Background: an optimization exercise with open tools, aiming at small area. Do not read the settings as production practice. The RTL was checked by simulation tests, not by an equivalence proof against the original design. Power figures rest on the tool's default switching activity, not on a simulated workload.

===== design/flow/config.mk =====
export PLATFORM = sky130hd
export DESIGN_NAME = vga_top
export DESIGN_NICKNAME = vga_top
export VERILOG_FILES = /design/flow/design.v
export SDC_FILE = /design/flow/constraint.sdc
export NUM_CORES = 4
export LEC_CHECK = 0
export CAP_MARGIN = 20
export CORE_MARGIN = 2
export CORE_UTILIZATION = 40
export SLEW_MARGIN = 20

===== design/flow/constraint.sdc =====
create_clock -name core_clock -period 100.0 [get_ports {ClkPort}]
set_input_delay 20.0000 -clock core_clock [delete_from_list [all_inputs] [get_ports {ClkPort}]]
set_output_delay 20.0000 -clock core_clock [all_outputs]
set_load 0.01 [all_outputs]

===== design/flow/design.v =====
module display_controller(
	input clk,
	input rst,
	input tick,
	output hSync, vSync,
	output reg [9:0] hCount,
	output reg [9:0] vCount
	);
	wire hEnd = &{hCount[9:8], hCount[4:0]};
	wire vEnd = vCount[9] & vCount[3] & vCount[2];
	wire vStep = tick & hEnd;
	wire [9:0] hInc, vInc;
	ripple_inc #(10) hi(.q(hCount), .cin(tick & ~hEnd), .d(hInc));
	ripple_inc #(10) vi(.q(vCount), .cin(vStep), .d(vInc));
	always @(posedge clk) begin
		hCount <= (rst | vStep) ? 10'd0 : hInc;
		vCount <= (rst | (vStep & vEnd)) ? 10'd0 : vInc;
	end
	assign hSync = (hCount < 10'd96);
	assign vSync = (vCount < 10'd2);
endmodule
module ripple_inc #(parameter W = 10) (
	input [W-1:0] q,
	input cin,
	output [W-1:0] d
	);
	wire [W:0] c;
	assign c[0] = cin;
	genvar i;
	generate
		for (i = 0; i < W; i = i + 1) begin : bit_
			assign d[i] = q[i] ^ c[i];
			assign c[i+1] = q[i] & c[i];
		end
	endgenerate
endmodule
module vga_bitchange(
	input clk,
	input rst,
	input [18:0] fallDiv,
	input button,
	input [9:0] hCount, vCount,
	output reg [11:0] rgb,
	output reg [6:0] kilo,       
	output reg [3:0] hund,       
	output reg [3:0] tens,
	output reg [3:0] ones
	);
	parameter BLACK  = 12'b0000_0000_0000;
	parameter RED    = 12'b1111_0000_0000;
	parameter PINK   = 12'b1111_0010_1000;
	parameter PURPLE = 12'b0111_0000_1011;
	parameter BLUE   = 12'b0011_0000_1010;
	parameter TEAL   = 12'b0100_1100_1111;
	reg [18:0] speed;
	wire [18:0] speedInc;
	ripple_inc #(19) si(.q(speed), .cin(1'b1), .d(speedInc));
	wire [19:0] cmp;
	assign cmp[0] = 1'b1;
	genvar i;
	generate
		for (i = 0; i < 19; i = i + 1) begin : cmp_
			assign cmp[i+1] = (speedInc[i] & ~fallDiv[i]) | (cmp[i] & (speedInc[i] | ~fallDiv[i]));
		end
	endgenerate
	wire fall = cmp[19];
	always @(posedge clk)
		speed <= (rst | fall) ? 19'd0 : speedInc;
	reg [9:0] pinkY, purpleY, blueY, tealY;
	wire pinkEnd   = &{pinkY[9:5], pinkY[2:1]};                     
	wire purpleEnd = &{purpleY[9:7], purpleY[1:0]};                 
	wire blueEnd   = &{blueY[9:7], blueY[5:4], blueY[2], blueY[0]};  
	wire tealEnd   = &{tealY[9:8], tealY[6], tealY[4:3], tealY[1]};  
	wire [9:0] pinkInc, purpleInc, blueInc, tealInc;
	ripple_inc #(10) pi(.q(pinkY),   .cin(fall), .d(pinkInc));
	ripple_inc #(10) ui(.q(purpleY), .cin(fall), .d(purpleInc));
	ripple_inc #(10) bi(.q(blueY),   .cin(fall), .d(blueInc));
	ripple_inc #(10) ti(.q(tealY),   .cin(fall), .d(tealInc));
	always @(posedge clk) begin
		pinkY   <= (rst | (fall & pinkEnd))   ? 10'd0 : pinkInc;
		purpleY <= (rst | (fall & purpleEnd)) ? 10'd0 : purpleInc;
		blueY   <= rst ? 10'd320 : (fall & blueEnd) ? 10'd0 : blueInc;
		tealY   <= (rst | (fall & tealEnd))   ? 10'd0 : tealInc;
	end
	reg hitFlag;
	wire hZone = (hCount >= 10'd144) && (hCount <= 10'd784);
	wire hit = !hitFlag && button && hZone && (blueY >= 10'd400) && (blueY <= 10'd475);
	wire o9 = ones[3] & ones[0];
	wire t9 = tens[3] & tens[0];
	wire h9 = hund[3] & hund[0];
	wire wrap = kilo[6] & kilo[0] & (hund == 4'd5) & (tens == 4'd3) & (ones == 4'd5);
	wire clrAll = rst | (hit & wrap);
	wire [3:0] onesInc, tensInc, hundInc;
	wire [6:0] kiloInc;
	ripple_inc #(4) oi(.q(ones), .cin(hit), .d(onesInc));
	ripple_inc #(4) tni(.q(tens), .cin(hit & o9), .d(tensInc));
	ripple_inc #(4) hdi(.q(hund), .cin(hit & o9 & t9), .d(hundInc));
	ripple_inc #(7) ki(.q(kilo), .cin(hit & o9 & t9 & h9), .d(kiloInc));
	always @(posedge clk) begin
		ones <= (clrAll | (hit & o9)) ? 4'd0 : onesInc;
		tens <= (clrAll | (hit & o9 & t9)) ? 4'd0 : tensInc;
		hund <= (clrAll | (hit & o9 & t9 & h9)) ? 4'd0 : hundInc;
		kilo <= clrAll ? 7'd0 : kiloInc;
		hitFlag <= rst ? 1'b0 : hit ? 1'b1 : (blueY <= 10'd20) ? 1'b0 : hitFlag;
	end
	wire bright = (hCount >= 10'd145) && (hCount <= 10'd784) && (vCount >= 10'd35) && (vCount <= 10'd515);
	wire selTeal   = hCount[9];
	wire selBlue   = ~hCount[9] & hCount[8] & hCount[7];
	wire selPurple = ~hCount[9] & hCount[8] & ~hCount[7] & hCount[6];
	wire selPink   = ~selTeal & ~selBlue & ~selPurple;
	wire [9:0] ySel = selTeal ? tealY : selBlue ? blueY : selPurple ? purpleY : pinkY;
	wire [10:0] dy = {1'b0, vCount} - {1'b0, ySel};
	wire rowHit = !dy[10] && (selTeal   ? dy[9:0] <= 10'd100 :
	                          selBlue   ? dy[9:0] <= 10'd70 :
	                          selPurple ? dy[9:0] <= 10'd90 : dy[9:0] <= 10'd60);
	wire colHit = ((hCount >= 10'd220) && (hCount <= 10'd280)) ||
	              ((hCount >= 10'd320) && (hCount <= 10'd380)) ||
	              ((hCount >= 10'd420) && (hCount <= 10'd480)) ||
	              ((hCount >= 10'd520) && (hCount <= 10'd580));
	wire [11:0] blockColor = selTeal ? TEAL : selBlue ? BLUE : selPurple ? PURPLE : PINK;
	wire bottomLineZone = (vCount >= 10'd500);
	always @(*)
		if (~bright)
			rgb = BLACK;
		else if (colHit & rowHit)
			rgb = blockColor;
		else if (bottomLineZone)
			rgb = RED;
		else
			rgb = BLACK;
endmodule
module counter(
	input clk,
	input rst,
	input [3:0] kilo, hund, tens, ones,
	output tick,
	output reg [3:0] anode,
	output reg [6:0] ssdOut
	);
	reg [20:0] refresh;
	reg [3:0] LEDNumber;
	wire [20:0] refreshInc;
	ripple_inc #(21) ri(.q(refresh), .cin(1'b1), .d(refreshInc));
	always @(posedge clk)
		refresh <= rst ? 21'd0 : refreshInc;
	assign tick = (refresh[1:0] == 2'd0);
	always @(*)
		case (refresh[20:19])
		2'b00: begin anode = 4'b0111; LEDNumber = kilo; end
		2'b01: begin anode = 4'b1011; LEDNumber = hund; end
		2'b10: begin anode = 4'b1101; LEDNumber = tens; end
		default: begin anode = 4'b1110; LEDNumber = ones; end
		endcase
	always @(*)
		case (LEDNumber)
		4'b0000: ssdOut = 7'b0000001;
		4'b0001: ssdOut = 7'b1001111;
		4'b0010: ssdOut = 7'b0010010;
		4'b0011: ssdOut = 7'b0000110;
		4'b0100: ssdOut = 7'b1001100;
		4'b0101: ssdOut = 7'b0100100;
		4'b0110: ssdOut = 7'b0100000;
		4'b0111: ssdOut = 7'b0001111;
		4'b1000: ssdOut = 7'b0000000;
		4'b1001: ssdOut = 7'b0000100;
		default: ssdOut = 7'b0000001;
		endcase
endmodule
module vga_top(
	input ClkPort,
	input BtnC,                  
	input BtnU, BtnD, BtnL, BtnR,
	input [18:0] FallDiv,        
	output hSync, vSync,
	output [3:0] vgaR, vgaG, vgaB,
	output An0, An1, An2, An3, An4, An5, An6, An7,
	output Ca, Cb, Cc, Cd, Ce, Cf, Cg, Dp,
	output MemOE, MemWR, RamCS, QuadSpiFlashCS
	);
	wire tick;
	wire [9:0] hc, vc;
	wire [6:0] k;
	wire [3:0] dH, dT, dO;
	wire [6:0] ssdOut;
	wire [3:0] anode;
	wire [11:0] rgb;
	wire button = BtnU | BtnD | BtnL | BtnR;
	display_controller dc(.clk(ClkPort), .rst(BtnC), .tick(tick), .hSync(hSync), .vSync(vSync), .hCount(hc), .vCount(vc));
	vga_bitchange vbc(.clk(ClkPort), .rst(BtnC), .fallDiv(FallDiv), .button(button), .hCount(hc), .vCount(vc),
		.rgb(rgb), .kilo(k), .hund(dH), .tens(dT), .ones(dO));
	counter cnt(.clk(ClkPort), .rst(BtnC), .kilo(k[3:0]), .hund(dH), .tens(dT), .ones(dO), .tick(tick), .anode(anode), .ssdOut(ssdOut));
	assign Dp = 1;
	assign {Ca, Cb, Cc, Cd, Ce, Cf, Cg} = ssdOut[6 : 0];
	assign {An7, An6, An5, An4, An3, An2, An1, An0} = {4'b1111, anode};
	assign vgaR = rgb[11 : 8];
	assign vgaG = rgb[7  : 4];
	assign vgaB = rgb[3  : 0];
	assign {MemOE, MemWR, RamCS, QuadSpiFlashCS} = 4'b1111;
endmodule

===== design/flow/flow/run.sh =====
#!/bin/bash
# Layout flow: the standard synthesis, then an area-oriented re-mapping of
# its combinational logic (registers untouched), then the standard ORFS steps
# with minimum-size port buffers and a clock tree of small buffers.
set -euo pipefail
HERE=$(pwd)
FLOWDIR=$HERE/flow
RES=$HERE/orfs/results/$FLOW_PLATFORM/vga_top/base
LIB=$FLOW_HOME/platforms/$FLOW_PLATFORM/lib/sky130_fd_sc_hd__tt_025C_1v80.lib

# 1. standard synthesis
bash standard.sh synth > synth.log 2>&1

# 2. re-map the combinational logic for area; flip-flops keep their names and cells
cp $RES/1_2_yosys.v $HERE/std_synth.v
DU="-dont_use sky130_fd_sc_hd__lpflow_bleeder_1 -dont_use sky130_fd_sc_hd__lpflow_clkbufkapwr_1 -dont_use sky130_fd_sc_hd__lpflow_clkbufkapwr_16 -dont_use sky130_fd_sc_hd__lpflow_clkbufkapwr_2 -dont_use sky130_fd_sc_hd__lpflow_clkbufkapwr_4 -dont_use sky130_fd_sc_hd__lpflow_clkbufkapwr_8 -dont_use sky130_fd_sc_hd__lpflow_clkinvkapwr_1 -dont_use sky130_fd_sc_hd__lpflow_clkinvkapwr_16 -dont_use sky130_fd_sc_hd__lpflow_clkinvkapwr_2 -dont_use sky130_fd_sc_hd__lpflow_clkinvkapwr_4 -dont_use sky130_fd_sc_hd__lpflow_clkinvkapwr_8 -dont_use sky130_fd_sc_hd__lpflow_decapkapwr_12 -dont_use sky130_fd_sc_hd__lpflow_decapkapwr_3 -dont_use sky130_fd_sc_hd__lpflow_decapkapwr_4 -dont_use sky130_fd_sc_hd__lpflow_decapkapwr_6 -dont_use sky130_fd_sc_hd__lpflow_decapkapwr_8 -dont_use sky130_fd_sc_hd__lpflow_inputiso0n_1 -dont_use sky130_fd_sc_hd__lpflow_inputiso0p_1 -dont_use sky130_fd_sc_hd__lpflow_inputiso1n_1 -dont_use sky130_fd_sc_hd__lpflow_inputiso1p_1 -dont_use sky130_fd_sc_hd__lpflow_inputisolatch_1 -dont_use sky130_fd_sc_hd__lpflow_isobufsrc_1 -dont_use sky130_fd_sc_hd__lpflow_isobufsrc_16 -dont_use sky130_fd_sc_hd__lpflow_isobufsrc_2 -dont_use sky130_fd_sc_hd__lpflow_isobufsrc_4 -dont_use sky130_fd_sc_hd__lpflow_isobufsrc_8 -dont_use sky130_fd_sc_hd__lpflow_isobufsrckapwr_16 -dont_use sky130_fd_sc_hd__lpflow_lsbuf_lh_hl_isowell_tap_1 -dont_use sky130_fd_sc_hd__lpflow_lsbuf_lh_hl_isowell_tap_2 -dont_use sky130_fd_sc_hd__lpflow_lsbuf_lh_hl_isowell_tap_4 -dont_use sky130_fd_sc_hd__lpflow_lsbuf_lh_isowell_4 -dont_use sky130_fd_sc_hd__lpflow_lsbuf_lh_isowell_tap_1 -dont_use sky130_fd_sc_hd__lpflow_lsbuf_lh_isowell_tap_2 -dont_use sky130_fd_sc_hd__lpflow_lsbuf_lh_isowell_tap_4 -dont_use sky130_fd_sc_hd__probe_p_8 -dont_use sky130_fd_sc_hd__probec_p_8"
cat > reopt.ys <<EOS
read_liberty -ignore_miss_func -ignore_miss_dir $LIB
setattr -mod -set keep_hierarchy 1 sky130_fd_sc_hd__dfxtp_1
read_verilog $HERE/std_synth.v
hierarchy -top vga_top
flatten
rename -hide w:_*_.*
opt_clean -purge
select vga_top
techmap
opt -fast -purge
abc -script $FLOWDIR/reopt.abc -liberty $LIB $DU
opt_clean -purge
hilomap -singleton -hicell sky130_fd_sc_hd__conb_1 HI -locell sky130_fd_sc_hd__conb_1 LO
splitnets
opt_clean -purge
select -clear
tee -o $HERE/reopt_stat.txt stat -liberty $LIB
delete sky130_fd_sc_hd__dfxtp_1
write_verilog -noattr -nohex -nodec $HERE/reopt.v
EOS
yosys -s reopt.ys > reopt.log 2>&1
cp $HERE/reopt.v $RES/1_2_yosys.v
rm -f $RES/1_synth.odb $RES/1_synth.sdc

# 3. the rest of the standard flow
bash standard.sh BUFFER_PORTS_ARGS="-buffer_cell sky130_fd_sc_hd__buf_1" \
  CTS_BUF_LIST="sky130_fd_sc_hd__clkbuf_4" finish > layout.log 2>&1

===== design/flow/flow/reopt.abc =====
strash
&get -n
&st
&deepsyn -T 20
&dch -f
&nf -a
&put
topo

===== design/flow/standard.sh =====
#!/bin/bash
# synth_recipe.tcl (not shown) runs the flow's synth.tcl, then flattens the netlist and writes it again
# the make line also repeats each setting of config.mk as NAME=value (left out here)
make -C /OpenROAD-flow-scripts/flow DESIGN_CONFIG=/design/flow/config.mk WORK_HOME=/design/flow/orfs CLKGATE_MAP_FILE= SYNTH_SCRIPT=/design/flow/synth_recipe.tcl "${@:-finish}"

==> summary.txt, run 1 <==
outcome complete, no violations; GRT busiest layer met2; Core Region 0.0139 mm²; setup TNS 0 ns; drt pass-1 iters 8; gr ovfl total 0; Initial Utilization 40.9%; f_max 39.0 MHz; reg2reg start vbc.speed[0]; Slew HR a little under three fifths; Gate Count Post-Synth 678; CTS buffer count 17; cts hold-fix bufs 0; vias per inst 5.60; die area 0.0152 mm²; clock sinks 120; CTS tree yes; vias in the first global route 4,728; clock slew at reported path FFs 0.10 ns; maximum number of pins on one net before global-route repair 41; die width ~120 µm; register area around 0.0024 mm²; Final Hold Fails 0; DR WL/cell 14.0 µm; Reg2Reg Depth 16; initial antenna violation count 1; dpl hpwl slightly below 10,000 µm; YS warnings 3; PD cells 12.8 mW/mm²; layout cells sized above 1 4.29%; Die Ht around 120 µm; crit end category primary output; most frequent cells in the layout dfxtp_1, nor2_1, a21oi_1, nor3_1, buf_1; GRT Overall Usage 18.4%; PostCTS Resize Cnt 0; fin crit period between 20 and 30 ns; root buffer cell clkbuf_4; final setup fails 0; Data arrival, critical path 5.61 ns; Worst Skew 0.0112 ns; Crit path top cell by count maj3_1; RR Endpoint vbc.pinkY[5]; max_cap viols 0; Area growth syn-to-layout 12.4%; final WL 13,300 µm; GR Layer Usage met2 29.1%; synthesized area around 0.0057 mm²; Setup crit start dc.hCount[6]; Final nets between 700 and 800; crit path to vgaR[2]; first-pass GRT wire length 22,100 µm; drt initial violations 346; Slew Limit Fails 0; crit path launch type flop; syn_area_per_cell 8.37 µm²; CTS max path bufs 2; WP data required 80.00 ns; R2R setup slack 94.91 ns; Leakage Power approximately 2.4 nW; crit path max fanout 12; commonest non-fill, non-tap cell in the layout dfxtp_1; M3 GR Usage 5.40%; # rows 43; Final Cycle Share 25.6%; critical path, cell by cell nand3b_1 -> nand3_1 -> nor2_1 -> or4_1 -> o21ai_0 -> and3_1 -> o21a_1 -> a21oi_1 -> maj3_1 -> maj3_1 -> maj3_1 -> a221o_1 -> and4b_1 -> nand2b_1 -> o21a_1 -> buf_1; kind of critical path reg -> out; layout filler cell count 1,432; clock latency at the later pin of the worst-skew pair 0.52 ns; unrepaired setup endpoints after global routing no; DRC 0; worst vdd ir ~6.0 µV; Antenna Nets Post-Route 0; multi-input logic area between 0.003 and 0.004 mm²; max incr delay on CP 0.54 ns; I/O Pins 59; total number of vias around 5,300; slowest library cell on the worst path dfxtp_1; GP Congestion 0.923; Worst Tran Pin Value ~0.64 ns; DP Cell Count ~900; GR Layer Usage met1 23.8%; Post-Layout Cell Count 950; port bufs 48; setup bufs post-CTS 0; Hold Path Class reg -> reg; H-tree depth 4
-- worst max-delay path, delay by kind of cell (launching register included) --
kind | cells | cell delay (ns)
compound gates | 5 | 0.90
simple gates | 7 | 2.25
flops | 1 | 0.54
fa+ha+maj | 3 | 1.22
buf+inv | 1 | 0.17
-- routing by layer --
layer  vias to the layer above  part of all wire, %  routed length [µm]
met4                         0                  1.6                 207
met3                        18                  5.0                 672
met2                       144                   47                6230
met1                      2466                   47                6210
li1                       2696                    -                   -
met5                         -                    0                   0
-- worst min path at each step --
| stage | from | endpoint | cells past startpoint |
|---|---|---|---|
| 5_1_grt | cnt.refresh[0] | cnt.refresh[0] | 1 |
| 3_3_place_gp | cnt.refresh[0] | cnt.refresh[0] | 1 |
| 4_1_cts | cnt.refresh[0] | cnt.refresh[0] | 1 |
| 6_report | cnt.refresh[0] | cnt.refresh[0] | 1 |
| 2_1_floorplan | cnt.refresh[0] | cnt.refresh[0] | 1 |
| 3_5_place_dp | cnt.refresh[0] | cnt.refresh[0] | 1 |
-- registers in the layout, indices dropped and copies added, names as in the netlist, 4 cells and up --
signal and count:
vbc.kilo 7, vbc.blueY 10, vbc.ones 4, vbc.tens 4, dc.vCount 10, vbc.pinkY 10
vbc.purpleY 10, vbc.speed 19, dc.hCount 10, vbc.hund 4, cnt.refresh 21, vbc.tealY 10
-- per-stage QoR --
| stage | total power [W] | utilization (%) | worst slack (ns) | area, µm² | hold slack [ns] |
|---|---|---|---|---|---|
| floorplan | 0.0000511 | - | 75.35 | 5710 | 0.418 |
| global placement | 0.0000521 | 44.2 | 75.19 | 6130 | 0.432 |
| detailed placement | 0.0000522 | 44.2 | 75.06 | 6130 | 0.446 |
| CTS | 0.0000828 | 45.9 | 74.44 | 6370 | 0.468 |
| global route | 0.0000856 | 45.9 | 73.98 | 6380 | 0.483 |
| finish | 0.0000814 | 45.9 | 74.39 | 6380 | 0.462 |
-- where the power goes --
part / switching [W] / internal (W)
clock network: 0.0000173 / 0.0000130
logic: 0.00000167 / 0.000000983
registers: 0.000000378 / 0.0000481
-- final cells by class --
| type | count | area share [%] |
|---|---|---|
| sequential | 120 | 37.7 |
| multi-input combinational | 552 | 51.0 |
| antenna | 1 | 0.0392 |
| timing repair buffer | 51 | 3.20 |
| inverter | 14 | 0.824 |
| clock inverter | 11 | 1.29 |
| tap | 180 | 3.53 |
| clock buffer | 21 | 2.47 |
==> inputs of run 2 (changes only) <==
--- a/design/flow/flow/run.sh
+++ b/design/flow/flow/run.sh
@@ -1,7 +1,8 @@
 #!/bin/bash
 # Layout flow: the standard synthesis, then an area-oriented re-mapping of
 # its combinational logic (registers untouched), then the standard ORFS steps
-# with minimum-size port buffers and a clock tree of small buffers.
+# with minimum-size port buffers and a clock tree of small buffers without
+# dummy balancing loads.
 set -euo pipefail
 HERE=$(pwd)
 FLOWDIR=$HERE/flow
@@ -41,4 +42,5 @@
 
 # 3. the rest of the standard flow
 bash standard.sh BUFFER_PORTS_ARGS="-buffer_cell sky130_fd_sc_hd__buf_1" \
-  CTS_BUF_LIST="sky130_fd_sc_hd__clkbuf_4" finish > layout.log 2>&1
+  CTS_ARGS="-sink_clustering_enable -repair_clock_nets -buf_list sky130_fd_sc_hd__clkbuf_4 -dont_use_dummy_load" \
+  finish > layout.log 2>&1
==> design/flow/flow/reopt.abc (replaced) <==
strash
&get -n
&deepsyn -T 20
&put
dch -f
amap
topo
==> summary.txt, run 2 <==
outcome complete, no violations; cts hold-fix bufs 0 (unchanged); initial antenna violation count 0 (-1); CTS tree yes; first-pass GRT wire length 22,000 µm (-0.38%); setup TNS 0 ns (unchanged); clock sinks 120 (unchanged); Antenna Cells 0 (-1); DR WL/cell 13.2 µm (-6.0%); # rows 42 (-2.3%); Worst Tran Pin Value 0.923 ns (+0.282 ns); clock network fraction of total power 30.8% (-6.4 points); unrepaired setup endpoints after global routing no; max_cap viols 0 (unchanged); Net Sw Power 0.0000166 W (-14%); total number of vias 5,467 (+2.7%); root buffer cell clkbuf_4; GRT Overall Usage 18.7% (+0.31 points); kind of critical path reg -> out; Initial Utilization 41.4% (+0.51 points); drt pass-1 iters 5 (-3); Slew HR 38.5% (-19 points); layout filler cell count 1,385 (-3.3%); crit end category primary output; Leakage Power 2.05 nW (-13%); most frequent cells in the layout nor2_1, dfxtp_1, clkinv_1, nand2_1, nor3_1; CTS buffer count 17 (unchanged); clock slew at reported path FFs 0.09 ns (about the same); Comb pwr share 3.3% (about the same); syn_area_per_cell 7.33 µm² (-12%); I/O Pins 59 (unchanged); drt initial violations 433 (+25%); DRC 0 (unchanged); clock latency at the later pin of the worst-skew pair 0.51 ns (about the same); maximum number of pins on one net before global-route repair 22 (-46%); Data arrival, critical path 4.87 ns (-0.74 ns); vias in the first global route 4,815 (+1.8%); Slew Limit Fails 0 (unchanged); Area after DPL 0.00597 mm² (-2.7%); final setup fails 0 (unchanged); register area 0.00240 mm² (unchanged); YS warnings 3 (unchanged); fin crit period 24.87 ns (-0.746 ns); Final Hold Fails 0 (unchanged); Die Ht 122 µm (-1.3%); WP data required 80.00 ns (about the same); Core Region 0.0133 mm² (-3.8%); final WL 13,300 µm (-0.51%); commonest non-fill, non-tap cell in the layout nor2_1; sequential share of power 65.9% (+6.4 points); switching part of the total 22.7% (-1.0 points); worst vdd ir 6.90 µV (+14%); Area growth syn-to-layout 10.5%; Antenna Nets Post-Route 0 (unchanged); die area 0.0148 mm² (-2.6%); f_max 40.2 MHz (+3.0%); Final nets 856 (+9.6%); Gate Count Post-Synth 754 (+11%); Worst Skew 0.0357 ns (+0.0245 ns); crit path max fanout 11 (-1); port bufs 48 (unchanged); multi-input logic area 0.00287 mm² (-12%); dpl hpwl 10,000 µm (+1.8%); setup bufs post-CTS 0 (unchanged); crit path launch type flop; PD cells 12.0 mW/mm² (-6.1%); PostCTS Resize Cnt 0 (unchanged); CTS max path bufs 2 (unchanged); internal cell power 0.0000565 W (-8.9%); vias per inst 5.44 (-2.9%); Final Instance Area 0.00610 mm² (-4.3%); Hold Path Class reg -> reg; die width 122 µm (-1.3%); synthesized area 0.00553 mm² (-2.6%); Final Cycle Share 24.9% (-0.75 points); GP Congestion 0.901 (-2.3%); Largest register FFs 21 (unchanged); Reg with most FFs cnt.refresh; layout cells sized above 1 2.41% (-1.9 points); gr ovfl total 0 (unchanged); H-tree depth 4 (unchanged); largest registers cnt.refresh (21), vbc.speed (19)
[run 2: power groups by stage]
stage / combinational [W] / clock, W / sequential (W)
final: 0.00000242 / 0.0000225 / 0.0000482
after global placement: 0.00000234 / 0 / 0.0000493
after global routing: 0.00000276 / 0.0000255 / 0.0000483
after CTS: 0.00000240 / 0.0000238 / 0.0000482
after detailed placement: 0.00000239 / 0 / 0.0000493
after floorplan: 0.00000140 / 0 / 0.0000493
[run 2: final timing paths]
path / end / start / slack, ns / cells after the start
worst max-delay path: vgaR[2] / dc.hCount[6] / 75.13 / 23
worst min-delay path: cnt.refresh[0] / cnt.refresh[0] / 0.46 / 1
worst max register to register: vbc.blueY[8] / vbc.speed[0] / 94.29 / 47
worst min register to register: cnt.refresh[0] / cnt.refresh[0] / 0.46 / 1
[run 2: routing by layer]
layer,GRT usage (%),routed length (µm),vias up
li1,-,-,2828
met4,5.68,227,0
met1,25.1,6630,2476
met2,29.7,5670,143
met3,4.73,726,20
met5,0,0,-
[run 2: area by class of cell]
class | count | share of cell area, %
Multi-Input combinational cell | 565 | 47.0
Sequential cell | 120 | 39.4
Inverter | 77 | 4.74
Tap cell | 176 | 3.61
Timing Repair Buffer | 50 | 3.20
Clock buffer | 17 | 2.09
[run 2: critical path: stages, from the launching register on]
cell and delay [ns]:
dfxtp_1 0.40, clkinv_1 0.16, nor2_1 0.25, clkinv_1 0.15, nor2_1 0.20, clkinv_1 0.33, nand2_1 0.35, o21ai_0 0.18
nor2_1 0.16, a21oi_1 0.06, nor2_1 0.11, nand2_1 0.07, o21ai_0 0.14, a21oi_1 0.16, o21ai_0 0.36, nand2_1 0.09
a211oi_1 0.22, nor2_1 0.06, a21oi_1 0.19, o2111ai_1 0.24, clkinv_1 0.11, nor2_1 0.07, a31oi_1 0.16, buf_1 0.17
[run 2: per-stage QoR]
stage          instances  power (W)  util (%)  setup slack [ns]  hold slack, ns
3_5_place_dp         988  0.0000517      44.7             75.48           0.443
2_1_floorplan        762  0.0000507         -             76.14           0.418
4_1_cts             1005  0.0000744      45.7             75.16           0.460
6_report            1005  0.0000731      45.7             75.13           0.458
5_1_grt             1005  0.0000765      45.7             74.64           0.486
3_3_place_gp         988  0.0000516      44.7             75.56           0.435
==> inputs of run 3 (changes only) <==
--- a/design/flow/flow/run.sh
+++ b/design/flow/flow/run.sh
@@ -43,4 +43,5 @@
 # 3. the rest of the standard flow
 bash standard.sh BUFFER_PORTS_ARGS="-buffer_cell sky130_fd_sc_hd__buf_1" \
   CTS_ARGS="-sink_clustering_enable -repair_clock_nets -buf_list sky130_fd_sc_hd__clkbuf_4 -dont_use_dummy_load" \
+  SKIP_REPAIR_TIE_FANOUT=1 GPL_TIMING_DRIVEN=0 CAP_MARGIN=0 SLEW_MARGIN=0 \
   finish > layout.log 2>&1
==> summary.txt, run 3 <==
R2R setup slack 94.36 ns (+0.07 ns); PD cells 12.1 mW/mm² (+0.77%); setup bufs post-CTS 0 (unchanged); DR WL/cell 13.0 µm (-1.1%); Gate Count Post-Synth 754 (unchanged); commonest non-fill, non-tap cell in the layout nor2_1; drt pass-1 iters 5 (unchanged); clock slew at reported path FFs 0.07 ns (-0.02 ns); die area 0.0148 mm² (unchanged); Area after DPL 0.00594 mm² (-0.50%); clock sinks 120 (unchanged); # rows 42 (unchanged); layout cells sized above 1 2.32% (-0.093 points); I/O Pins 59 (unchanged); Post-Layout Cell Count 996 (-0.90%); Core Region 0.0133 mm² (unchanged); Min-Delay Endpoint cnt.refresh[0]; port bufs 48 (unchanged); GP Congestion 0.920 (+2.1%); RR Endpoint vbc.blueY[8]; most frequent cells in the layout nor2_1, dfxtp_1, clkinv_1, nand2_1, nor3_1; outcome complete, no violations; drt initial violations 352 (-19%); Area growth syn-to-layout 9.87%; crit path max fanout 11 (unchanged); gr ovfl total 0 (unchanged); GRT Overall Usage 18.7% (-0.028 points); Hold Path Class reg -> reg; fin crit period 25.23 ns (+0.364 ns); max_cap viols 0 (unchanged); H-tree depth 4 (unchanged); crit path launch type flop; Slew HR 23.2% (-15 points); setup TNS 0 ns (unchanged); Worst Tran Pin Value 1.14 ns (+0.219 ns); CTS max path bufs 2 (unchanged); clock latency at the later pin of the worst-skew pair 0.53 ns (+0.02 ns); DP Cell Count 978 (-1.0%); Hold Path Stages 1 (unchanged); maximum number of pins on one net before global-route repair 22 (unchanged); Final Cycle Share 25.2% (+0.36 points); Slew Limit Fails 0 (unchanged); Largest register FFs 21 (unchanged); kind of critical path reg -> out; crit end category primary output; Data arrival, critical path 5.23 ns (+0.36 ns); largest registers cnt.refresh (21), vbc.speed (19); hold_ws 0.453 ns (-0.00480 ns); dpl hpwl 9800 µm (-2.2%); worst vdd ir 9.26 µV (+34%); f_max 39.6 MHz (-1.4%); reg2reg start vbc.speed[0]; Leakage Power 2.02 nW (-1.5%); Final nets 846 (-1.2%); DRC 0 (unchanged); final WL 13,000 µm (-2.0%); PostCTS Resize Cnt 0 (unchanged); syn_area_per_cell 7.33 µm² (unchanged); unrepaired setup endpoints after global routing no; root buffer cell clkbuf_4; Reg with most FFs cnt.refresh; initial antenna violation count 1 (+1); Die Ht 122 µm (unchanged); worst hold start cnt.refresh[0]; vias in the first global route 4,872 (+1.2%); WP data required 80.00 ns (about the same); vias per inst 5.37 (-1.3%); CTS tree yes; die width 122 µm (unchanged); cts hold-fix bufs 0 (unchanged); Worst Skew 0.0365 ns (+0.000800 ns); Final Hold Fails 0 (unchanged); CTS buffer count 17 (unchanged); YS warnings 3 (unchanged); Antenna Nets Post-Route 0 (unchanged); total number of vias 5,346 (-2.2%); first-pass GRT wire length 22,100 µm (+0.69%); synthesized area 0.00553 mm² (unchanged); Initial Utilization 41.4% (unchanged); final setup fails 0 (unchanged); Design Power 0.0000733 W (+0.23%); Final Instance Area 0.00607 mm² (-0.53%); Reg2Reg Depth 38 (-19%)
run 3: stage by stage:
stage          worst slack, ns  utilization [%]
2_1_floorplan            76.14                -
3_3_place_gp             75.32             44.4
3_5_place_dp             75.42             44.5
4_1_cts                  74.83             45.5
5_1_grt                  74.05             45.5
6_report                 74.77             45.5
run 3: how the worst max path moves through the flow:
stage | start | slack, ns | cells after the start | to
after detailed placement | dc.hCount[6] | 75.42 | 23 | vgaR[2]
after global placement | FallDiv[0] | 75.32 | 23 | vbc.tealY[5]
after global routing | dc.hCount[6] | 74.05 | 24 | vgaR[2]
final | dc.hCount[6] | 74.77 | 23 | vgaR[2]
after CTS | dc.hCount[8] | 74.83 | 23 | vgaR[2]
after floorplan | dc.hCount[6] | 76.14 | 21 | vgaR[0]
run 3: power breakdown:
| group | switching (W) | internal, W | leakage, nW | total [W] |
|---|---|---|---|---|
| combinational | 0.00000168 | 0.000000674 | 0.969 | 0.00000236 |
| sequential | 0.000000174 | 0.0000480 | 0.968 | 0.0000482 |
| clock | 0.0000150 | 0.00000774 | 0.0782 | 0.0000228 |
| total | 0.0000169 | 0.0000564 | 2.02 | 0.0000733 |
run 3: layout make-up:
cell class / instances / area [µm²]
clock buffers: 17 / 128
multi-input cells: 557 / 2850
flip-flops and latches: 120 / 2400
diodes: 1 / 2.50
repair buffers: 48 / 180
fillers: 1373 / 7280
inverters: 77 / 289
well taps: 176 / 220
run 3: critical path, cell delays in order, from the launching register on:
cell and delay, ns:
dfxtp_1 0.41, clkinv_1 0.17, nor2_1 0.31, clkinv_1 0.20, nor2_1 0.22, clkinv_1 0.36
nand2_1 0.40, o21ai_0 0.23, nor2_1 0.17, a21oi_1 0.06, nor2_1 0.13, nand2_1 0.08
o21ai_0 0.14, a21oi_1 0.15, o21ai_0 0.39, nand2_1 0.10, a211oi_1 0.23, nor2_1 0.07
a21oi_1 0.19, o2111ai_1 0.23, clkinv_1 0.11, nor2_1 0.07, a31oi_1 0.14, buf_1 0.17
run 3: per-layer routing:
metal  up-vias  GRT usage, %  wire length [µm]
met5         -             0                 0
met4         0          5.24               175
met3        19          5.01               600
met2       104          29.5              5700
met1      2396          25.2              6510
li1       2827             -                 -
==> inputs of run 4 (changes only) <==
--- a/design/flow/flow/run.sh
+++ b/design/flow/flow/run.sh
@@ -43,5 +43,4 @@
 # 3. the rest of the standard flow
 bash standard.sh BUFFER_PORTS_ARGS="-buffer_cell sky130_fd_sc_hd__buf_1" \
   CTS_ARGS="-sink_clustering_enable -repair_clock_nets -buf_list sky130_fd_sc_hd__clkbuf_4 -dont_use_dummy_load" \
-  SKIP_REPAIR_TIE_FANOUT=1 GPL_TIMING_DRIVEN=0 CAP_MARGIN=0 SLEW_MARGIN=0 \
-  finish > layout.log 2>&1
+  SKIP_REPAIR_TIE_FANOUT=1 finish > layout.log 2>&1
==> summary.txt, run 4 <==
Slew Limit Fails 0 (unchanged); synthesized area 0.00553 mm² (unchanged); crit path launch type flop; most frequent cells in the layout nor2_1, dfxtp_1, clkinv_1, nand2_1, nor3_1; port bufs 48 (unchanged); DR WL/cell 13.1 µm (+0.48%); Post-Layout Cell Count 997 (+0.10%); vias in the first global route 4,782 (-1.8%); max incr delay on CP 0.41 ns (about the same); vias per inst 5.42 (+1.1%); layout cells sized above 1 2.44% (+0.12 points); Final Instance Area 0.00607 mm² (about the same); YS warnings 3 (unchanged); max_cap viols 0 (unchanged); DP Cell Count 980 (+0.20%); CTS buffer count 17 (unchanged); Antenna Nets Post-Route 0 (unchanged); post-route worst setup slack 75.00 ns (+0.229 ns); Largest register FFs 21 (unchanged); critical path, cell by cell clkinv_1 -> nor2_1 -> clkinv_1 -> nor2_1 -> clkinv_1 -> nand2_1 -> o21ai_0 -> nor2_1 -> a21oi_1 -> nor2_1 -> nand2_1 -> o21ai_0 -> a21oi_1 -> o21ai_0 -> nand2_1 -> a211oi_1 -> nor2_1 -> a21oi_1 -> o2111ai_1 -> nor2_1 -> nor2_1 -> buf_1; clock sinks 120 (unchanged); switching part of the total 22.6% (-0.44 points); Leakage Power 2.02 nW (+0.22%); DRC 0 (unchanged); outcome complete, no violations; Net Sw Power 0.0000165 W (-2.4%); worst vdd ir 6.68 µV (-28%); kind of critical path reg -> out; largest registers cnt.refresh (21), vbc.speed (19); internal cell power 0.0000565 W (about the same); # rows 42 (unchanged); PostCTS Resize Cnt 0 (unchanged); final setup fails 0 (unchanged); Initial Utilization 41.4% (unchanged); final WL 13,100 µm (+0.58%); unrepaired setup endpoints after global routing no; drt initial violations 404 (+15%); clock network fraction of total power 30.7% (-0.3 points); H-tree depth 4 (unchanged); GP Congestion 0.903 (-1.8%); Final Cycle Share 25.0% (-0.23 points); Comb pwr share 3.3% (about the same); die width 122 µm (unchanged); PD cells 12.0 mW/mm² (-0.55%); CTS tree yes; gr ovfl total 0 (unchanged); Hold Path Class reg -> reg; Area growth syn-to-layout 9.92% (about the same); cts hold-fix bufs 0 (unchanged); Worst Tran Pin Value 0.959 ns (-0.183 ns); drt pass-1 iters 6 (+1); Reg with most FFs cnt.refresh; GRT Overall Usage 18.5% (-0.17 points); clock slew at reported path FFs 0.09 ns (+0.02 ns); maximum number of pins on one net before global-route repair 22 (unchanged); total number of vias 5,408 (+1.2%); Gate Count Post-Synth 754 (unchanged); Crit path top cell by count nor2_1; Place WS 75.44 ns (+0.0215 ns); WP data required 80.00 ns (about the same); Final nets 848 (+0.24%); Core Region 0.0133 mm² (unchanged); slowest library cell on the worst path dfxtp_1; dpl hpwl 10,000 µm (+2.2%); layout filler cell count 1,382 (+0.66%); initial antenna violation count 0 (-1); first-pass GRT wire length 21,800 µm (-1.7%); Antenna Cells 0 (-1); Worst Skew 0.0261 ns (-0.0104 ns); Data arrival, critical path 5.00 ns (-0.23 ns); Final Hold Fails 0 (unchanged); CTS max path bufs 2 (unchanged); crit end category primary output; commonest non-fill, non-tap cell in the layout nor2_1; crit path max fanout 11 (unchanged); setup TNS 0 ns (unchanged); setup bufs post-CTS 0 (unchanged); die area 0.0148 mm² (unchanged); clock latency at the later pin of the worst-skew pair 0.52 ns (about the same); Design Power 0.0000729 W (-0.51%); Die Ht 122 µm (unchanged); Slew HR 36.1% (+13 points); f_max 40.0 MHz (+0.92%); I/O Pins 59 (unchanged); root buffer cell clkbuf_4; sequential share of power 66.1% (+0.4 points); Area after DPL 0.00594 mm² (unchanged); fin crit period 25.00 ns (-0.229 ns); syn_area_per_cell 7.33 µm² (unchanged)
run 4: cell count changes in the layout (fill, tap and decap cells not counted), sizes merged:
cell   delta
buf       +2
diode     -1
run 4: worst max-delay path: cells and delay by family, from the launching register on:
kind                   cells  cell delay (ns)
DFF                        1             0.41
and+or+nand+nor           10             1.66
AOI/OAI and AO/OA          8             1.61
buffers and inverters      4             0.78
run 4: layer usage:
layer	vias to the layer above	wire length [µm]	share of wire (%)	global-route usage, %
li1	2807	-	-	-
met1	2450	6430	49	25.1
met2	137	5710	44	29.0
met3	14	753	5.8	4.07
met4	0	182	1.4	6.75
met5	-	0	0	0
run 4: worst paths after layout:
| kind | startpoint | endpoint | slack [ns] | cells past startpoint |
|---|---|---|---|---|
| max reg2reg | vbc.speed[0] | vbc.blueY[8] | 94.28 | 47 |
| min reg2reg | cnt.refresh[18] | cnt.refresh[18] | 0.46 | 1 |
| max | dc.hCount[6] | vgaR[0] | 75.00 | 22 |
| min | cnt.refresh[18] | cnt.refresh[18] | 0.46 | 1 |
run 4: metrics by stage:
| stage | hold WS [ns] | util (%) |
|---|---|---|
| 3_3_place_gp | 0.435 | 44.5 |
| 6_report | 0.457 | 45.5 |
| 5_1_grt | 0.500 | 45.5 |
| 4_1_cts | 0.460 | 45.5 |
| 3_5_place_dp | 0.444 | 44.5 |
| 2_1_floorplan | 0.418 | - |
run 4: layout make-up:
class	count	area [µm²]	area share, %
clock buffers	17	128	2.10
inverters	77	289	4.76
multi-input cells	557	2840	46.7
flip-flops and latches	120	2400	39.6
well taps	176	220	3.63
repair buffers	50	195	3.21
run 4: power by group through the flow:
stage	combinational, W	sequential [W]	clock (W)
floorplan	0.00000140	0.0000493	0
global placement	0.00000234	0.0000493	0
detailed placement	0.00000238	0.0000493	0
CTS	0.00000239	0.0000482	0.0000235
global route	0.00000274	0.0000483	0.0000255
finish	0.00000239	0.0000482	0.0000224
==> inputs of run 5 (changes only) <==
--- a/design/flow/design.v
+++ b/design/flow/design.v
@@ -1,19 +1,23 @@
 module display_controller(
 	input clk,
 	input rst,
-	input tick,
+	input [4:0] hLow,          
+	input hLowWrap,            
 	output hSync, vSync,
-	output reg [9:0] hCount,
+	output [9:0] hCount,
 	output reg [9:0] vCount
 	);
-	wire hEnd = &{hCount[9:8], hCount[4:0]};
+	reg [4:0] hHigh;
+	assign hCount = {hHigh, hLow};
+	wire hHighEnd = hHigh[4] & hHigh[3];
 	wire vEnd = vCount[9] & vCount[3] & vCount[2];
-	wire vStep = tick & hEnd;
-	wire [9:0] hInc, vInc;
-	ripple_inc #(10) hi(.q(hCount), .cin(tick & ~hEnd), .d(hInc));
+	wire vStep = hLowWrap & hHighEnd;    
+	wire [4:0] hHighInc;
+	wire [9:0] vInc;
+	ripple_inc #(5) hi(.q(hHigh), .cin(hLowWrap), .d(hHighInc));
 	ripple_inc #(10) vi(.q(vCount), .cin(vStep), .d(vInc));
 	always @(posedge clk) begin
-		hCount <= (rst | vStep) ? 10'd0 : hInc;
+		hHigh <= (rst | vStep) ? 5'd0 : hHighInc;
 		vCount <= (rst | (vStep & vEnd)) ? 10'd0 : vInc;
 	end
 	assign hSync = (hCount < 10'd96);
@@ -133,19 +137,22 @@
 	input clk,
 	input rst,
 	input [3:0] kilo, hund, tens, ones,
-	output tick,
+	output [4:0] hLow,         
+	output hLowWrap,           
 	output reg [3:0] anode,
 	output reg [6:0] ssdOut
 	);
-	reg [20:0] refresh;
+	reg [20:0] rfsh3;
 	reg [3:0] LEDNumber;
-	wire [20:0] refreshInc;
-	ripple_inc #(21) ri(.q(refresh), .cin(1'b1), .d(refreshInc));
+	wire [20:0] rfsh3Inc;
+	ripple_inc #(21) ri(.q(rfsh3), .cin(1'b1), .d(rfsh3Inc));
 	always @(posedge clk)
-		refresh <= rst ? 21'd0 : refreshInc;
-	assign tick = (refresh[1:0] == 2'd0);
+		rfsh3 <= rst ? 21'd3 : rfsh3Inc;
+	assign hLow = rfsh3[6:2];
+	assign hLowWrap = &rfsh3[6:0];
+	wire [1:0] digit = rfsh3[20:19] - {1'b0, ~(|rfsh3[18:2]) & ~(rfsh3[1] & rfsh3[0])};
 	always @(*)
-		case (refresh[20:19])
+		case (digit)
 		2'b00: begin anode = 4'b0111; LEDNumber = kilo; end
 		2'b01: begin anode = 4'b1011; LEDNumber = hund; end
 		2'b10: begin anode = 4'b1101; LEDNumber = tens; end
@@ -177,7 +184,8 @@
 	output Ca, Cb, Cc, Cd, Ce, Cf, Cg, Dp,
 	output MemOE, MemWR, RamCS, QuadSpiFlashCS
 	);
-	wire tick;
+	wire hLowWrap;
+	wire [4:0] hLow;
 	wire [9:0] hc, vc;
 	wire [6:0] k;
 	wire [3:0] dH, dT, dO;
@@ -185,10 +193,10 @@
 	wire [3:0] anode;
 	wire [11:0] rgb;
 	wire button = BtnU | BtnD | BtnL | BtnR;
-	display_controller dc(.clk(ClkPort), .rst(BtnC), .tick(tick), .hSync(hSync), .vSync(vSync), .hCount(hc), .vCount(vc));
+	display_controller dc(.clk(ClkPort), .rst(BtnC), .hLow(hLow), .hLowWrap(hLowWrap), .hSync(hSync), .vSync(vSync), .hCount(hc), .vCount(vc));
 	vga_bitchange vbc(.clk(ClkPort), .rst(BtnC), .fallDiv(FallDiv), .button(button), .hCount(hc), .vCount(vc),
 		.rgb(rgb), .kilo(k), .hund(dH), .tens(dT), .ones(dO));
-	counter cnt(.clk(ClkPort), .rst(BtnC), .kilo(k[3:0]), .hund(dH), .tens(dT), .ones(dO), .tick(tick), .anode(anode), .ssdOut(ssdOut));
+	counter cnt(.clk(ClkPort), .rst(BtnC), .kilo(k[3:0]), .hund(dH), .tens(dT), .ones(dO), .hLow(hLow), .hLowWrap(hLowWrap), .anode(anode), .ssdOut(ssdOut));
 	assign Dp = 1;
 	assign {Ca, Cb, Cc, Cd, Ce, Cf, Cg} = ssdOut[6 : 0];
 	assign {An7, An6, An5, An4, An3, An2, An1, An0} = {4'b1111, anode};
--- a/design/flow/flow/run.sh
+++ b/design/flow/flow/run.sh
@@ -43,4 +43,5 @@
 # 3. the rest of the standard flow
 bash standard.sh BUFFER_PORTS_ARGS="-buffer_cell sky130_fd_sc_hd__buf_1" \
   CTS_ARGS="-sink_clustering_enable -repair_clock_nets -buf_list sky130_fd_sc_hd__clkbuf_4 -dont_use_dummy_load" \
-  SKIP_REPAIR_TIE_FANOUT=1 finish > layout.log 2>&1
+  SKIP_REPAIR_TIE_FANOUT=1 GPL_TIMING_DRIVEN=0 CAP_MARGIN=0 SLEW_MARGIN=0 \
+  finish > layout.log 2>&1
==> summary.txt, run 5 <==
Worst Tran Pin Value 1.21 ns (+0.249 ns); DRC 0 (unchanged); Hold Path Class reg -> reg; Net Sw Power 0.0000164 W (-0.58%); initial antenna violation count 0 (unchanged); Initial Utilization 40.7% (-0.68 points); Largest register FFs 21 (unchanged); Comb pwr share 4.3% (+1.0 points); vias per inst 5.31 (-2.1%); internal cell power 0.0000546 W (-3.4%); Hold Path Stages 1 (unchanged); root buffer cell clkbuf_4; final setup fails 0 (unchanged); GRT Overall Usage 18.6% (+0.15 points); cts hold-fix bufs 0 (unchanged); Core Region 0.0132 mm² (-1.2%); Post-Layout Cell Count 988 (-0.90%); most frequent cells in the layout nor2_1, dfxtp_1, clkinv_1, nand2_1, o21ai_0; CTS tree yes; Crit path top cell by count nor2_1; max incr delay on CP 0.45 ns (+0.04 ns); Leakage Power 1.91 nW (-5.5%); fin crit period 25.90 ns (+0.896 ns); die area 0.0144 mm² (-2.7%); Slew Limit Fails 0 (unchanged); Design Power 0.0000710 W (-2.7%); Antenna Nets Post-Route 0 (unchanged); clock slew at reported path FFs 0.10 ns (about the same); Worst Skew 0.0303 ns (+0.00423 ns); maximum number of pins on one net before global-route repair 22 (unchanged); crit path to vgaR[0]; clock latency at the later pin of the worst-skew pair 0.52 ns (about the same); largest registers cnt.rfsh3 (21), vbc.speed (19); Worst path depth 28 (+27%); clock sinks 115 (-4.2%); PostCTS Resize Cnt 0 (unchanged); syn_area_per_cell 7.20 µm² (-1.8%); RR Endpoint vbc.blueY[8]; first-pass GRT wire length 21,500 µm (-1.4%); gr ovfl total 0 (unchanged); f_max 38.6 MHz (-3.5%); final WL 12,600 µm (-3.8%); commonest non-fill, non-tap cell in the layout nor2_1; Die Ht 120 µm (-1.4%); PD cells 12.0 mW/mm² (about the same); dpl hpwl 9670 µm (-3.5%); WP data required 80.00 ns (about the same); CTS max path bufs 2 (unchanged); Final Instance Area 0.00591 mm² (-2.7%); Antenna Cells 0 (unchanged); kind of critical path reg -> out; total number of vias 5,247 (-3.0%); crit end category primary output; # rows 42 (unchanged); DP Cell Count 971 (-0.92%); slowest library cell on the worst path dfxtp_1; Final nets 839 (-1.1%); H-tree depth 4 (unchanged); clock network fraction of total power 30.7% (about the same); unrepaired setup endpoints after global routing no; Slew HR 18.8% (-17 points); setup bufs post-CTS 0 (unchanged); Reg2Reg Depth 50 (+6.4%); CTS buffer count 17 (unchanged); Gate Count Post-Synth 746 (-1.1%); max_cap viols 0 (unchanged); drt initial violations 440 (+8.9%); DR WL/cell 12.7 µm (-2.9%); crit path max fanout 15 (+4); sequential share of power 65.1% (-1.0 points); Final Hold Fails 0 (unchanged); crit path launch type flop; CP top delay family simple AND/OR/NAND/NOR gates; die width 120 µm (-1.4%); worst vdd ir 9.39 µV (+40%); setup TNS 0 ns (unchanged); Final Cycle Share 25.9% (+0.90 points); vias in the first global route 4,852 (+1.5%); Area growth syn-to-layout 10.1%; layout cells sized above 1 2.34% (-0.096 points); port bufs 48 (unchanged); outcome complete, no violations; worst path bufs/invs 5 (+1); synthesized area 0.00537 mm² (-2.8%); R2R setup slack 94.31 ns (+0.03 ns); GP Congestion 0.877 (-2.9%); switching part of the total 23.1% (+0.50 points); Setup crit start dc.hHigh[4]; Data arrival, critical path 5.90 ns (+0.90 ns); drt pass-1 iters 7 (+1); YS warnings 3 (unchanged); Area after DPL 0.00578 mm² (-2.7%); Reg with most FFs cnt.rfsh3; I/O Pins 59 (unchanged); reg2reg start vbc.speed[0]
==> run 5: layout make-up <==
cell class / count / area (µm²)
Multi-Input combinational cell: 536 / 2720
Timing Repair Buffer: 49 / 185
Fill cell: 1335 / 7280
Sequential cell: 115 / 2300
Tap cell: 176 / 220
Clock buffer: 17 / 128
Inverter: 95 / 357
==> run 5: metrics by stage <==
stage               setup WS, ns  util (%)  hold slack (ns)
finish                     74.10      44.8            0.417
global route               73.34      44.8            0.449
CTS                        74.06      44.8            0.420
detailed placement         74.68      43.8            0.395
global placement           74.73      43.7            0.389
floorplan                  75.55         -            0.380
==> run 5: worst min path at each step <==
stage                            start           end
after floorplan           cnt.rfsh3[0]  cnt.rfsh3[0]
after global placement    cnt.rfsh3[0]  cnt.rfsh3[0]
after detailed placement  cnt.rfsh3[0]  cnt.rfsh3[0]
after CTS                 cnt.rfsh3[0]  cnt.rfsh3[0]
after global routing      cnt.rfsh3[0]  cnt.rfsh3[0]
final                     cnt.rfsh3[0]  cnt.rfsh3[0]
==> run 5: power by group through the flow <==
stage | clock network, W | logic (W) | registers [W]
CTS | 0.0000230 | 0.00000304 | 0.0000462
finish | 0.0000218 | 0.00000304 | 0.0000462
floorplan | 0 | 0.00000182 | 0.0000472
global placement | 0 | 0.00000292 | 0.0000472
global route | 0.0000251 | 0.00000343 | 0.0000462
detailed placement | 0 | 0.00000303 | 0.0000472
==> run 5: metal layers <==
layer | share of wire [%] | track usage, %
met1 | 47 | 23.6
met2 | 45 | 29.9
met3 | 5.3 | 5.23
met4 | 2.1 | 7.72
met5 | 0 | 0
==> inputs of run 6 (changes only) <==
--- a/design/flow/design.v
+++ b/design/flow/design.v
@@ -70,7 +70,9 @@
 	wire fall = cmp[19];
 	always @(posedge clk)
 		speed <= (rst | fall) ? 19'd0 : speedInc;
-	reg [9:0] pinkY, purpleY, blueY, tealY;
+	reg [9:0] pinkY, purpleY, tealY;
+	reg [9:1] blueY1;
+	wire [9:0] blueY = {blueY1, purpleY[0]};
 	wire pinkEnd   = &{pinkY[9:5], pinkY[2:1]};                     
 	wire purpleEnd = &{purpleY[9:7], purpleY[1:0]};                 
 	wire blueEnd   = &{blueY[9:7], blueY[5:4], blueY[2], blueY[0]};  
@@ -83,7 +85,7 @@
 	always @(posedge clk) begin
 		pinkY   <= (rst | (fall & pinkEnd))   ? 10'd0 : pinkInc;
 		purpleY <= (rst | (fall & purpleEnd)) ? 10'd0 : purpleInc;
-		blueY   <= rst ? 10'd320 : (fall & blueEnd) ? 10'd0 : blueInc;
+		blueY1  <= rst ? 9'd160 : (fall & blueEnd) ? 9'd0 : blueInc[9:1];
 		tealY   <= (rst | (fall & tealEnd))   ? 10'd0 : tealInc;
 	end
 	reg hitFlag;
==> summary.txt, run 6 <==
outcome complete, no violations; H-tree depth 4 (unchanged); cts hold-fix bufs 0 (unchanged); Final Hold Fails 0 (unchanged); final setup fails 0 (unchanged); syn_area_per_cell 7.18 µm² (-0.29%); dpl hpwl 10,100 µm (+4.5%); Final Cycle Share 25.2% (-0.65 points); worst hold start cnt.rfsh3[0]; CTS tree yes; initial antenna violation count 0 (unchanged); clock slew at reported path FFs 0.09 ns (about the same); port bufs 48 (unchanged); root buffer cell clkbuf_4; Antenna Cells 0 (unchanged); Final nets 855 (+1.9%); GRT Overall Usage 19.0% (+0.32 points); layout cells sized above 1 2.05% (-0.29 points); hold_ws 0.409 ns (-0.00787 ns); layout filler cell count 1,350 (+1.1%); unrepaired setup endpoints after global routing no; Post-Route Utilization 45.2% (+0.35 points); largest registers cnt.rfsh3 (21), vbc.speed (19); PD cells 11.9 mW/mm² (-0.83%); DR WL/cell 13.2 µm (+3.8%); Worst Tran Pin Value 1.13 ns (-0.0759 ns); Leakage Power 1.92 nW (+0.40%); crit path launch type flop; Largest register FFs 21 (unchanged); maximum number of pins on one net before global-route repair 22 (unchanged); Initial Utilization 41.2% (+0.48 points); f_max 39.6 MHz (+2.6%); R2R setup slack 94.46 ns (+0.15 ns); Setup crit start dc.hHigh[2]; Data arrival, critical path 5.25 ns (-0.65 ns); crit path max fanout 11 (-4); die width 121 µm (+0.96%); CTS max path bufs 2 (unchanged); Core Region 0.0133 mm² (+0.80%); commonest non-fill, non-tap cell in the layout nor2_1; Slew HR 23.9% (+5.1 points); die area 0.0146 mm² (+1.9%); Die Ht 121 µm (+0.96%); drt pass-1 iters 5 (-2); vias per inst 5.36 (+0.88%); max_cap viols 0 (unchanged); drt initial violations 347 (-21%); total number of vias 5,379 (+2.5%); WP data required 80.00 ns (about the same); clock sinks 114 (-0.87%); vias in the first global route 4,891 (+0.80%); YS warnings 3 (unchanged); fin crit period 25.25 ns (-0.649 ns); most frequent cells in the layout nor2_1, dfxtp_1, clkinv_1, nand2_1, o21ai_0; Gate Count Post-Synth 763 (+2.3%); multi-input logic area 0.00278 mm² (+2.2%); Area growth syn-to-layout 9.64%; Hold Path Class reg -> reg; DRC 0 (unchanged); worst vdd ir 7.54 µV (-20%); Slew Limit Fails 0 (unchanged); I/O Pins 59 (unchanged); # rows 42 (unchanged); setup bufs post-CTS 0 (unchanged); Reg with most FFs cnt.rfsh3; clock latency at the later pin of the worst-skew pair 0.53 ns (about the same); Worst Skew 0.0274 ns (-0.00292 ns); kind of critical path reg -> out; CTS buffer count 17 (unchanged); synthesized area 0.00548 mm² (+2.0%); first-pass GRT wire length 22,100 µm (+3.0%); PostCTS Resize Cnt 0 (unchanged); final WL 13,300 µm (+5.5%); setup TNS 0 ns (unchanged); Antenna Nets Post-Route 0 (unchanged); register area 0.00228 mm² (-0.87%); reg2reg start vbc.speed[0]; GP Congestion 0.896 (+2.2%); gr ovfl total 0 (unchanged); crit end category primary output
run 6: worst paths after layout:
path | endpoint | cells after the start
max reg2reg | vbc.purpleY[9] | 49
max | vgaR[3] | 21
min reg2reg | cnt.rfsh3[0] | 1
min | cnt.rfsh3[0] | 1
run 6: cell type report:
cell class,count,area share [%]
sequential,114,38.0
timing repair buffer,48,3.00
clock buffer,17,2.13
inverter,111,6.94
tap,176,3.67
multi-input combinational,538,46.3
run 6: per-layer routing:
layer | track usage [%] | up-vias | share of wire, % | wire [µm]
met5 | 0 | - | 0 | 0
met4 | 7.99 | 0 | 2.6 | 340
met3 | 4.51 | 29 | 4.3 | 569
met2 | 30.7 | 104 | 45 | 6010
met1 | 24.1 | 2420 | 48 | 6340
li1 | - | 2826 | - | -
run 6: where the power goes:
group          switching (W)  internal [W]  leakage (nW)
registers        0.000000150     0.0000456         0.920
logic             0.00000230   0.000000846         0.918
clock network      0.0000148    0.00000774        0.0782
run 6: metrics by stage:
| step | cells | power, W | cell area [µm²] | setup WS, ns |
|---|---|---|---|---|
| 2_1_floorplan | 763 | 0.0000487 | 5480 | 76.10 |
| 3_3_place_gp | 987 | 0.0000499 | 5880 | 75.41 |
| 3_5_place_dp | 987 | 0.0000500 | 5880 | 75.32 |
| 4_1_cts | 1004 | 0.0000723 | 6000 | 74.73 |
| 5_1_grt | 1004 | 0.0000742 | 6000 | 74.04 |
| 6_report | 1004 | 0.0000715 | 6000 | 74.75 |
run 6: critical path: stages (launching register included):
cell	delay, ns
dfxtp_1	0.46
clkinv_1	0.17
nor2_1	0.65
clkinv_1	0.44
o221ai_1	0.39
or2_0	0.23
nand2_1	0.09
nor2_1	0.14
nand2_1	0.09
o211ai_1	0.13
o21ai_0	0.14
nand2_1	0.09
nand2_1	0.07
a2111oi_0	0.38
o221ai_1	0.25
a31oi_1	0.22
o21ai_0	0.14
nor2_1	0.18
clkinv_1	0.13
nor2_1	0.14
nor2_1	0.07
buf_1	0.12
==> inputs of run 7 (changes only) <==
--- a/design/flow/design.v
+++ b/design/flow/design.v
@@ -70,9 +70,7 @@
 	wire fall = cmp[19];
 	always @(posedge clk)
 		speed <= (rst | fall) ? 19'd0 : speedInc;
-	reg [9:0] pinkY, purpleY, tealY;
-	reg [9:1] blueY1;
-	wire [9:0] blueY = {blueY1, purpleY[0]};
+	reg [9:0] pinkY, purpleY, blueY, tealY;
 	wire pinkEnd   = &{pinkY[9:5], pinkY[2:1]};                     
 	wire purpleEnd = &{purpleY[9:7], purpleY[1:0]};                 
 	wire blueEnd   = &{blueY[9:7], blueY[5:4], blueY[2], blueY[0]};  
@@ -85,7 +83,7 @@
 	always @(posedge clk) begin
 		pinkY   <= (rst | (fall & pinkEnd))   ? 10'd0 : pinkInc;
 		purpleY <= (rst | (fall & purpleEnd)) ? 10'd0 : purpleInc;
-		blueY1  <= rst ? 9'd160 : (fall & blueEnd) ? 9'd0 : blueInc[9:1];
+		blueY   <= rst ? 10'd320 : (fall & blueEnd) ? 10'd0 : blueInc;
 		tealY   <= (rst | (fall & tealEnd))   ? 10'd0 : tealInc;
 	end
 	reg hitFlag;
--- a/design/flow/flow/run.sh
+++ b/design/flow/flow/run.sh
@@ -17,7 +17,7 @@
 DU="-dont_use sky130_fd_sc_hd__lpflow_bleeder_1 -dont_use sky130_fd_sc_hd__lpflow_clkbufkapwr_1 -dont_use sky130_fd_sc_hd__lpflow_clkbufkapwr_16 -dont_use sky130_fd_sc_hd__lpflow_clkbufkapwr_2 -dont_use sky130_fd_sc_hd__lpflow_clkbufkapwr_4 -dont_use sky130_fd_sc_hd__lpflow_clkbufkapwr_8 -dont_use sky130_fd_sc_hd__lpflow_clkinvkapwr_1 -dont_use sky130_fd_sc_hd__lpflow_clkinvkapwr_16 -dont_use sky130_fd_sc_hd__lpflow_clkinvkapwr_2 -dont_use sky130_fd_sc_hd__lpflow_clkinvkapwr_4 -dont_use sky130_fd_sc_hd__lpflow_clkinvkapwr_8 -dont_use sky130_fd_sc_hd__lpflow_decapkapwr_12 -dont_use sky130_fd_sc_hd__lpflow_decapkapwr_3 -dont_use sky130_fd_sc_hd__lpflow_decapkapwr_4 -dont_use sky130_fd_sc_hd__lpflow_decapkapwr_6 -dont_use sky130_fd_sc_hd__lpflow_decapkapwr_8 -dont_use sky130_fd_sc_hd__lpflow_inputiso0n_1 -dont_use sky130_fd_sc_hd__lpflow_inputiso0p_1 -dont_use sky130_fd_sc_hd__lpflow_inputiso1n_1 -dont_use sky130_fd_sc_hd__lpflow_inputiso1p_1 -dont_use sky130_fd_sc_hd__lpflow_inputisolatch_1 -dont_use sky130_fd_sc_hd__lpflow_isobufsrc_1 -dont_use sky130_fd_sc_hd__lpflow_isobufsrc_16 -dont_use sky130_fd_sc_hd__lpflow_isobufsrc_2 -dont_use sky130_fd_sc_hd__lpflow_isobufsrc_4 -dont_use sky130_fd_sc_hd__lpflow_isobufsrc_8 -dont_use sky130_fd_sc_hd__lpflow_isobufsrckapwr_16 -dont_use sky130_fd_sc_hd__lpflow_lsbuf_lh_hl_isowell_tap_1 -dont_use sky130_fd_sc_hd__lpflow_lsbuf_lh_hl_isowell_tap_2 -dont_use sky130_fd_sc_hd__lpflow_lsbuf_lh_hl_isowell_tap_4 -dont_use sky130_fd_sc_hd__lpflow_lsbuf_lh_isowell_4 -dont_use sky130_fd_sc_hd__lpflow_lsbuf_lh_isowell_tap_1 -dont_use sky130_fd_sc_hd__lpflow_lsbuf_lh_isowell_tap_2 -dont_use sky130_fd_sc_hd__lpflow_lsbuf_lh_isowell_tap_4 -dont_use sky130_fd_sc_hd__probe_p_8 -dont_use sky130_fd_sc_hd__probec_p_8"
 cat > reopt.ys <<EOS
 read_liberty -ignore_miss_func -ignore_miss_dir $LIB
-setattr -mod -set keep_hierarchy 1 sky130_fd_sc_hd__dfxtp_1
+setattr -mod -set keep_hierarchy 1 sky130_fd_sc_hd__df* sky130_fd_sc_hd__edf* sky130_fd_sc_hd__sdf*
 read_verilog $HERE/std_synth.v
 hierarchy -top vga_top
 flatten
@@ -33,11 +33,18 @@
 opt_clean -purge
 select -clear
 tee -o $HERE/reopt_stat.txt stat -liberty $LIB
-delete sky130_fd_sc_hd__dfxtp_1
+delete sky130_fd_sc_hd__df* sky130_fd_sc_hd__edf* sky130_fd_sc_hd__sdf*
 write_verilog -noattr -nohex -nodec $HERE/reopt.v
 EOS
-yosys -s reopt.ys > reopt.log 2>&1
-cp $HERE/reopt.v $RES/1_2_yosys.v
+yosys -s reopt.ys > reopt.log 2>&1 || echo "yosys re-mapping failed" >> reopt.log
+# keep the re-mapped netlist only if it has the same flip-flop instances
+flops() { grep -oE '^ *sky130_fd_sc_hd__(df|edf|sdf)[a-z0-9_]+ +[^ ]+' "$1" | sed 's/^ *//' | sort; }
+if [[ -s $HERE/reopt.v ]] && cmp -s <(flops $HERE/std_synth.v) <(flops $HERE/reopt.v); then
+  cp $HERE/reopt.v $RES/1_2_yosys.v
+else
+  echo "re-mapped netlist rejected: flip-flops differ" >> reopt.log
+  cp $HERE/std_synth.v $RES/1_2_yosys.v
+fi
 rm -f $RES/1_synth.odb $RES/1_synth.sdc
 
 # 3. the rest of the standard flow
==> design/flow/flow/reopt.abc (replaced) <==
strash
&get -n
&deepsyn -J 50 -T 120
&put
dch -f
amap
topo
==> summary.txt, run 7 <==
WP data required 80.00 ns (about the same); layout filler cell count 1,335 (-1.1%); max_cap viols 0 (unchanged); Data arrival, critical path 5.90 ns (+0.65 ns); max incr delay on CP 0.45 ns (-0.20 ns); drt pass-1 iters 7 (+2); Largest register FFs 21 (unchanged); Post-Route Utilization 44.8% (-0.35 points); setup TNS 0 ns (unchanged); final setup fails 0 (unchanged); slowest library cell on the worst path dfxtp_1; RR Endpoint vbc.blueY[8]; crit path launch type flop; first-pass GRT wire length 21,500 µm (-2.9%); maximum number of pins on one net before global-route repair 22 (unchanged); Worst path depth 28 (+33%); worst vdd ir 9.39 µV (+24%); dpl hpwl 9670 µm (-4.3%); vias per inst 5.31 (-0.87%); commonest non-fill, non-tap cell in the layout nor2_1; Final Cycle Share 25.9% (+0.65 points); syn_area_per_cell 7.20 µm² (+0.29%); final WL 12,600 µm (-5.2%); largest registers cnt.rfsh3 (21), vbc.speed (19); Setup crit start dc.hHigh[4]; GRT Overall Usage 18.6% (-0.32 points); clock latency at the later pin of the worst-skew pair 0.52 ns (about the same); clock sinks 115 (+0.88%); vias in the first global route 4,852 (-0.80%); fin crit period 25.90 ns (+0.649 ns); die width 120 µm (-0.95%); crit path max fanout 15 (+4); I/O Pins 59 (unchanged); CTS max path bufs 2 (unchanged); Gate Count Post-Synth 746 (-2.2%); sequential share of power 65.1% (+1.1 points); Hold Path Stages 1 (unchanged); Antenna Cells 0 (unchanged); most frequent cells in the layout nor2_1, dfxtp_1, clkinv_1, nand2_1, o21ai_0; Net Sw Power 0.0000164 W (-5.3%); cts hold-fix bufs 0 (unchanged); clock network fraction of total power 30.7% (-0.9 points); Place WS 74.68 ns (-0.640 ns); DR WL/cell 12.7 µm (-3.7%); H-tree depth 4 (unchanged); Comb pwr share 4.3% (about the same); kind of critical path reg -> out; Crit path top cell by count nor2_1; root buffer cell clkbuf_4; outcome complete, no violations; crit end category primary output; gr ovfl total 0 (unchanged); Worst Tran Pin Value 1.21 ns (+0.0759 ns); Core Region 0.0132 mm² (-0.79%); post-route worst setup slack 74.10 ns (-0.649 ns); switching part of the total 23.1% (-1.1 points); setup bufs post-CTS 0 (unchanged); Worst Skew 0.0303 ns (+0.00292 ns); Initial Utilization 40.7% (-0.48 points); DP Cell Count 971 (-1.6%); drt initial violations 440 (+27%); CTS buffer count 17 (unchanged); YS warnings 3 (unchanged); reg2reg start vbc.speed[0]; Slew HR 18.8% (-5.1 points); Reg with most FFs cnt.rfsh3; Die Ht 120 µm (-0.95%); R2R setup slack 94.31 ns (-0.15 ns); PD cells 12.0 mW/mm² (+0.83%); unrepaired setup endpoints after global routing no; # rows 42 (unchanged)
## run 7: cell count changes in the layout (fill, tap and decap cells not counted), moves of 4 or more
cell      change
o221ai_1      -8
a21oi_1       -7
clkinv_1     -16
nor2b_1       +6
and3_1        +5
o22ai_1       +6
or2_0         +4
nor2_1       +10
nor3_1        +9
## run 7: layout make-up
class                   count  area (µm²)  area share (%)
multi-input cells         536        2720            46.0
repair buffers             49         185            3.13
clock buffers              17         128            2.16
inverters                  95         357            6.03
well taps                 176         220            3.73
flip-flops and latches    115        2300            39.0
## run 7: power by group through the flow
stage / clock (W) / sequential [W] / combinational, W
after global placement: 0 / 0.0000472 / 0.00000292
after floorplan: 0 / 0.0000472 / 0.00000182
after CTS: 0.0000230 / 0.0000462 / 0.00000304
after global routing: 0.0000251 / 0.0000462 / 0.00000343
after detailed placement: 0 / 0.0000472 / 0.00000303
final: 0.0000218 / 0.0000462 / 0.00000304
## run 7: stage by stage
| stage | instance area (µm²) | hold WS, ns |
|---|---|---|
| after detailed placement | 5780 | 0.395 |
| after global placement | 5770 | 0.389 |
| after global routing | 5910 | 0.449 |
| final | 5910 | 0.417 |
| after CTS | 5910 | 0.420 |
| after floorplan | 5370 | 0.380 |
## run 7: worst min-delay path by stage
stage                  from            to  slack, ns
6_report       cnt.rfsh3[0]  cnt.rfsh3[0]       0.42
5_1_grt        cnt.rfsh3[0]  cnt.rfsh3[0]       0.45
4_1_cts        cnt.rfsh3[0]  cnt.rfsh3[0]       0.42
3_5_place_dp   cnt.rfsh3[0]  cnt.rfsh3[0]       0.39
3_3_place_gp   cnt.rfsh3[0]  cnt.rfsh3[0]       0.39
2_1_floorplan  cnt.rfsh3[0]  cnt.rfsh3[0]       0.38
## run 7: routing by layer
metal | wire [µm] | track usage [%] | part of all wire (%) | vias to the layer above
met4 | 270 | 7.72 | 2.1 | 0
met1 | 5950 | 23.6 | 47 | 2331
met2 | 5690 | 29.9 | 45 | 132
met3 | 666 | 5.23 | 5.3 | 25
li1 | - | - | - | 2759
met5 | 0 | 0 | 0 | -

Setup slack of run 7, layout unchanged: 74.102 ns with ideal ports, 74.067 ns with driving cells assumed (clock clkbuf_16, inputs buf_2), 74.600 ns with port delays also shifted by the 0.533 ns mid clock arrival.
